From an optimization exercise on the open Yosys and OpenROAD flow, aimed at small area; shortcuts taken in it are not production practice. RTL that was checked went through simulation tests only; none was proved equivalent to the original.

==> run C <==
// kianv_harris_mc_edition
module kianv_harris_mc_edition #(
    parameter int RESET_ADDR        = 0,
    parameter int SYSTEM_CLK        = 50_000_000,
    parameter int NUM_ENTRIES_ITLB  = 16,
    parameter int NUM_ENTRIES_DTLB  = 16
) (
    input  logic         clk,
    input  logic         resetn,
    output logic         mem_valid,
    input  logic         mem_ready,
    output logic [3:0]   mem_wstrb,
    output logic [33:0]  mem_addr,
    output logic [31:0]  mem_wdata,
    input  logic [31:0]  mem_rdata,
    output logic [31:0]  PC,
    input  logic         access_fault,
    input  logic         IRQ3,
    input  logic         IRQ7,
    input  logic         IRQ9,
    input  logic         IRQ11,
    output logic [63:0]  timer_counter,
    output logic         is_instruction
);
  logic [31:0] Instr;
  logic [6:0]  op;
  logic [2:0]  funct3;
  logic [6:0]  funct7;
  logic        immb10;  
  logic        Zero;
  logic [$clog2(6)-1:0] ResultSrc;
  logic [$clog2(22)-1:0] ALUControl;
  logic [$clog2(5)-1:0] ALUSrcA;
  logic [$clog2(4)-1:0] ALUSrcB;
  logic [2:0]  ImmSrc;
  logic [$clog2(3)-1:0] STOREop;
  logic [$clog2(5)-1:0] LOADop;
  logic [$clog2(4)-1:0] MULop;
  logic [$clog2(4)-1:0] DIVop;
  logic [$clog2(7)-1:0] CSRop;
  logic        CSRwe;
  logic        CSRre;
  logic [4:0]  Rs1;
  ...
==> module muldiv, before the edit <==
module muldiv (
    input  wire        clk,
    input  wire        resetn,
    input  wire [31:0] a,
    input  wire [31:0] b,
    input  wire [2:0]  funct3,
    input  wire        valid,
    input  wire        pre,           
    input  wire        ext_we,        
    input  wire [31:0] ext_d,
    output logic [31:0] result,       
    output logic        ready
);
  localparam logic [1:0] IDLE = 2'd0, BUSY = 2'd1, FIN = 2'd2;
  logic [1:0]  state;
  logic [4:0]  cnt;
  logic [63:0] R;
  wire is_div   = funct3[2];
  wire is_rem   = funct3[1];             
  wire d_signed = ~funct3[0];            
  wire m_sa     = (funct3[1:0] == 2'b01) | (funct3[1:0] == 2'b10);
  wire m_sb     = (funct3[1:0] == 2'b01);
  wire start = (state == IDLE) & valid & ~ready;
  wire        d_neg   = d_signed & b[31];
  wire [31:0] rem_nxt = {R[62:32], R[31]};
  wire        div_busy = is_div && (state == BUSY);
  logic [31:0] m_x;
  logic        m_s;
  logic [6:0]  m_d;
  logic        m_d8;
  logic [33:0] m_h;
  wire         m_top = m_sb & b[31];
  always_comb begin
    if (is_div) begin
      m_x  = (state == BUSY) ? b : ((state == FIN) ? (is_rem ? R[63:32] : R[31:0]) : a);
      m_s  = 1'b0;
      m_d  = (div_busy && d_neg) ? 7'd1 : 7'h7f;
      m_d8 = !(div_busy && d_neg);
      m_h  = div_busy ? {2'b00, rem_nxt} : 34'd0;
    end else begin
      m_x  = a;
      m_s  = m_sa & a[31];
      case (state)
        BUSY:    m_d = b[20:14];
        FIN:     m_d = b[27:21];
        default: m_d = ready ? {m_top, m_top, m_top, b[31:28]} : (pre ? b[6:0] : b[13:7]);
      endcase
      m_d8 = ready & m_top;
      m_h  = pre ? 34'd0 : R[61:28];
    end
  end
  wire [40:0] m_y;
  mul_step mul_step_I (
      .a (m_x),
      .s (m_s),
      .d (m_d),
      .d8(m_d8),
      .h (m_h),
      .y (m_y)
  );
  wire        q       = d_neg ? m_y[32] : !m_y[40];
  wire [31:0] d_s     = m_y[31:0];
  wire [31:0] neg_out = m_y[31:0];    
  wire neg_fix = d_signed & (is_rem ? a[31] : ((a[31] ^ b[31]) & (|b)));
  always_ff @(posedge clk) begin
    if (!resetn) begin
      state <= IDLE;
      ready <= 1'b0;
      cnt   <= 5'd0;
    end else begin
      case (state)
        IDLE: begin
          ready <= 1'b0;
          if (start) begin
            state <= BUSY;
            cnt   <= 5'd0;
          end
        end
        BUSY: begin
          cnt <= cnt + 5'd1;
          if (!is_div || (&cnt)) state <= FIN;
        end
        FIN: begin
          ready <= 1'b1;
          state <= IDLE;
        end
        default: state <= IDLE;
      endcase
    end
  end
  wire [31:0] mul_result = (funct3[1:0] == 2'b00) ? {m_y[3:0], R[27:0]} : m_y[35:4];
  wire div_neg = (state == FIN) ? neg_fix : (d_signed & a[31]);
  always_ff @(posedge clk) begin
    if (ready && !is_div) begin
      R[31:0] <= mul_result;
    end else if (ext_we) begin
      R[31:0] <= ext_d;
    end else if (is_div) begin
      if (start || state == FIN) begin
        R[31:0] <= div_neg ? m_y[31:0] : m_x;
      end else if (state == BUSY) begin
        R[31:0] <= {R[30:0], q};
      end
      if (start) begin
        R[63:32] <= 32'd0;
      end else if (state == BUSY) begin
        R[63:32] <= q ? d_s : rem_nxt;
      end
    end else begin
      if (pre || start || state == BUSY || state == FIN) begin
        R[61:28] <= m_y[40:7];
        R[27:0]  <= {m_y[6:0], R[27:7]};
      end
    end
  end
  assign result = R[31:0];
endmodule
export LEC_CHECK = 0
export ABC_AREA = 1
export CAP_MARGIN = 20
export CORE_MARGIN = 2
export CORE_UTILIZATION = 40
export CTS_CLUSTER_DIAMETER = 100
export CTS_CLUSTER_SIZE = 24
export PLACE_DENSITY = 0.6
export SLEW_MARGIN = 30
create_clock -name core_clock -period 25.0 [get_ports {clk}]
standard.sh (not shown) runs the stock make flow with config.mk's settings and CLKGATE_MAP_FILE= SYNTH_SCRIPT=/design/flow/synth_recipe.tcl, a recipe that flattens the netlist after the stock synthesis.
==> flow/flow/run.sh <==
#!/bin/bash
# Layout flow: the standard layout (standard.sh, unchanged synthesis,
# floorplan, power grid and placement) with two changes to how the layout
# is made:
#   - clock tree synthesis without dummy loads (same clustering as
#     config.mk's CTS_CLUSTER_SIZE / CTS_CLUSTER_DIAMETER)
#   - the input/output port buffers use sky130_fd_sc_hd__buf_2
# Every tool's output goes to a log file in this folder (make's output to
# flow_make.log; ORFS keeps each step's log under orfs/logs/).
set -euo pipefail
export CTS_ARGS="-sink_clustering_enable -repair_clock_nets -sink_clustering_size 24 -sink_clustering_max_diameter 100 -dont_use_dummy_load"
export BUFFER_PORTS_ARGS="-buffer_cell sky130_fd_sc_hd__buf_2"
bash standard.sh finish > flow_make.log 2>&1
==> run Z (differences from run C) <==
--- a/flow/design.v
+++ b/flow/design.v
@@ -486,9 +486,4 @@
   wire m_sb     = (funct3[1:0] == 2'b01);
   wire start = (state == IDLE) & valid & ~ready;
-  wire        d_neg   = d_signed & b[31];
-  wire [31:0] rem_nxt = {R[62:32], R[31]};
-  wire        div_busy = is_div && (state == BUSY);
-  logic [31:0] m_x;
-  logic        m_s;
   logic [6:0]  m_d;
   logic        m_d8;
@@ -496,26 +491,16 @@
   wire         m_top = m_sb & b[31];
   always_comb begin
-    if (is_div) begin
-      m_x  = (state == BUSY) ? b : ((state == FIN) ? (is_rem ? R[63:32] : R[31:0]) : a);
-      m_s  = 1'b0;
-      m_d  = (div_busy && d_neg) ? 7'd1 : 7'h7f;
-      m_d8 = !(div_busy && d_neg);
-      m_h  = div_busy ? {2'b00, rem_nxt} : 34'd0;
-    end else begin
-      m_x  = a;
-      m_s  = m_sa & a[31];
-      case (state)
-        BUSY:    m_d = b[20:14];
-        FIN:     m_d = b[27:21];
-        default: m_d = ready ? {m_top, m_top, m_top, b[31:28]} : (pre ? b[6:0] : b[13:7]);
-      endcase
-      m_d8 = ready & m_top;
-      m_h  = pre ? 34'd0 : R[61:28];
-    end
+    case (state)
+      BUSY:    m_d = b[20:14];
+      FIN:     m_d = b[27:21];
+      default: m_d = ready ? {m_top, m_top, m_top, b[31:28]} : (pre ? b[6:0] : b[13:7]);
+    endcase
+    m_d8 = ready & m_top;
+    m_h  = pre ? 34'd0 : R[61:28];
   end
   wire [40:0] m_y;
   mul_step mul_step_I (
-      .a (m_x),
-      .s (m_s),
+      .a (a),
+      .s (m_sa & a[31]),
       .d (m_d),
       .d8(m_d8),
@@ -523,7 +508,12 @@
       .y (m_y)
   );
-  wire        q       = d_neg ? m_y[32] : !m_y[40];
-  wire [31:0] d_s     = m_y[31:0];
-  wire [31:0] neg_out = m_y[31:0];    
+  wire        d_neg   = d_signed & b[31];
+  wire [31:0] rem_nxt = {R[62:32], R[31]};
+  wire [31:0] d_op    = b ^ {32{~d_neg}};
+  wire [31:0] d_s;
+  wire q;
+  assign {q, d_s} = {1'b0, rem_nxt} + {1'b0, d_op} + {32'b0, ~d_neg};    
+  wire [31:0] neg_in  = (state == IDLE) ? a : (is_rem ? R[63:32] : R[31:0]);
+  wire [31:0] neg_out = ~neg_in + 32'd1;
   wire neg_fix = d_signed & (is_rem ? a[31] : ((a[31] ^ b[31]) & (|b)));
   always_ff @(posedge clk) begin
@@ -553,21 +543,28 @@
     end
   end
-  wire [31:0] mul_result = (funct3[1:0] == 2'b00) ? {m_y[3:0], R[27:0]} : m_y[35:4];
-  wire div_neg = (state == FIN) ? neg_fix : (d_signed & a[31]);
+  logic [31:0] fin_result;
+  always_comb begin
+    if (is_div)
+      fin_result = is_rem ? R[63:32] : R[31:0];
+    else if (funct3[1:0] == 2'b00)
+      fin_result = {m_y[3:0], R[27:0]};
+    else
+      fin_result = m_y[35:4];
+  end
   always_ff @(posedge clk) begin
-    if (ready && !is_div) begin
-      R[31:0] <= mul_result;
+    if (ready) begin
+      R[31:0] <= fin_result;
     end else if (ext_we) begin
       R[31:0] <= ext_d;
     end else if (is_div) begin
-      if (start || state == FIN) begin
-        R[31:0] <= div_neg ? m_y[31:0] : m_x;
-      end else if (state == BUSY) begin
-        R[31:0] <= {R[30:0], q};
-      end
       if (start) begin
+        R[31:0]  <= (d_signed & a[31]) ? neg_out : a;
         R[63:32] <= 32'd0;
       end else if (state == BUSY) begin
+        R[31:0]  <= {R[30:0], q};
         R[63:32] <= q ? d_s : rem_nxt;
+      end else if (state == FIN && neg_fix) begin
+        if (is_rem) R[63:32] <= neg_out;
+        else        R[31:0]  <= neg_out;
       end
     end else begin
==> run F (differences from run C) <==
--- a/flow/design.v
+++ b/flow/design.v
@@ -553,21 +553,28 @@
     end
   end
-  wire [31:0] mul_result = (funct3[1:0] == 2'b00) ? {m_y[3:0], R[27:0]} : m_y[35:4];
-  wire div_neg = (state == FIN) ? neg_fix : (d_signed & a[31]);
+  logic [31:0] fin_result;
+  always_comb begin
+    if (is_div)
+      fin_result = is_rem ? R[63:32] : R[31:0];
+    else if (funct3[1:0] == 2'b00)
+      fin_result = {m_y[3:0], R[27:0]};
+    else
+      fin_result = m_y[35:4];
+  end
   always_ff @(posedge clk) begin
-    if (ready && !is_div) begin
-      R[31:0] <= mul_result;
+    if (ready) begin
+      R[31:0] <= fin_result;
     end else if (ext_we) begin
       R[31:0] <= ext_d;
     end else if (is_div) begin
-      if (start || state == FIN) begin
-        R[31:0] <= div_neg ? m_y[31:0] : m_x;
-      end else if (state == BUSY) begin
-        R[31:0] <= {R[30:0], q};
-      end
       if (start) begin
+        R[31:0]  <= (d_signed & a[31]) ? neg_out : a;
         R[63:32] <= 32'd0;
       end else if (state == BUSY) begin
+        R[31:0]  <= {R[30:0], q};
         R[63:32] <= q ? d_s : rem_nxt;
+      end else if (state == FIN && neg_fix) begin
+        if (is_rem) R[63:32] <= neg_out;
+        else        R[31:0]  <= neg_out;
       end
     end else begin
==> run P (differences from run C) <==
Settings changed: ABC_AREA 1 to 0, SETUP_SLACK_MARGIN from default to 0.3.
==> run notes <==
Total length of routed met2 wires: run C 320 mm; run F 334 mm; run Z 322 mm; run P 303 mm
Clock tree buffer count of the final layout: run C 180; run F 182; run Z 186; run P 183
Post-CTS Resized: run C 0; run F 0; run Z 0; run P 1
Share of cells above drive strength 1: run C 7.80%; run F 8.03%; run Z 7.96%; run P 11.7%
Post-Synth Adder-Cell Area: run C 5.11%; run F 5.09%; run Z 5.27%; run P 5.29%
Worst setup slack after layout: run C 0.776 ns; run F 1.05 ns; run Z 0.950 ns; run P 0.379 ns
End point of the worst hold path: run C mmu_I.instr_translate_inst.state[0]; run F mmu_I.data_translate_inst.state[0]; run Z mmu_I.table_walk_inst.dtlb_I.valid[2]; run P mmu_I.page_fault
Status: run C complete, no violations; run F complete, no violations; run Z complete, no violations; run P complete, no violations
Post-detailed-route via-to-cell ratio: run C 6.08; run F 6.14; run Z 6.09; run P 6.44
Core Util, Final: run C 43.5%; run F 43.4%; run Z 43.4%; run P 43.7%
Capture instance of the worst register-to-register path: run C datapath_unit_I.muldiv_I.R[60]; run F mmu_I.pa_page[10]; run Z -; run P datapath_unit_I.muldiv_I.R[47]
Worst setup slack after placement: run C 1.02 ns; run F 1.43 ns; run Z 1.25 ns; run P 0.163 ns
Area of the die: run C 439,000 um^2; run F 440,000 um^2; run Z 445,000 um^2; run P 433,000 um^2
Post-synthesis compound-gate area fraction: run C 11.6%; run F 12.1%; run Z 11.6%; run P 12.5%
Die Wd: run C 662 um; run F 664 um; run Z 667 um; run P 658 um
Post-route standard cell area excluding fillers: run C 188,000 um^2; run F 188,000 um^2; run Z 190,000 um^2; run P 186,000 um^2
Row count: run C 241; run F 242; run Z 243; run P 240
The RTL of run Z was laid out without a check of its function.

-- static timing again, ports no longer ideal --
How much do the figures lean on ideal ports? The routed layouts below were timed once more, with nothing changed but the port constraints. Step 1 assumes that a clkbuf_16 drives the clock port and a buf_2 every other input. Step 2 times the ports against the registers' clock, not the clock port: input delays grow and output delays shrink by t, the midpoint of the rising clock arrivals with the driver on. Three values: no drivers, after step 1, after step 2; two values: the first two.
run	t, ns	slack for setup (ns)	pins driven straight from the clock port
run C	1.071	0.776 / 0.650 / 0.650	1
run Z	1.083	0.950 / 0.884 / 0.884	1
run F	1.046	1.046 / 0.976 / 0.976	1
run P	1.035	0.379 / 0.210 / 0.210	1
After both steps every run listed still meets setup and hold. For run P, which loses most, drivers alone change the setup slack by -0.169 ns; drivers and shift together by -0.169 ns.
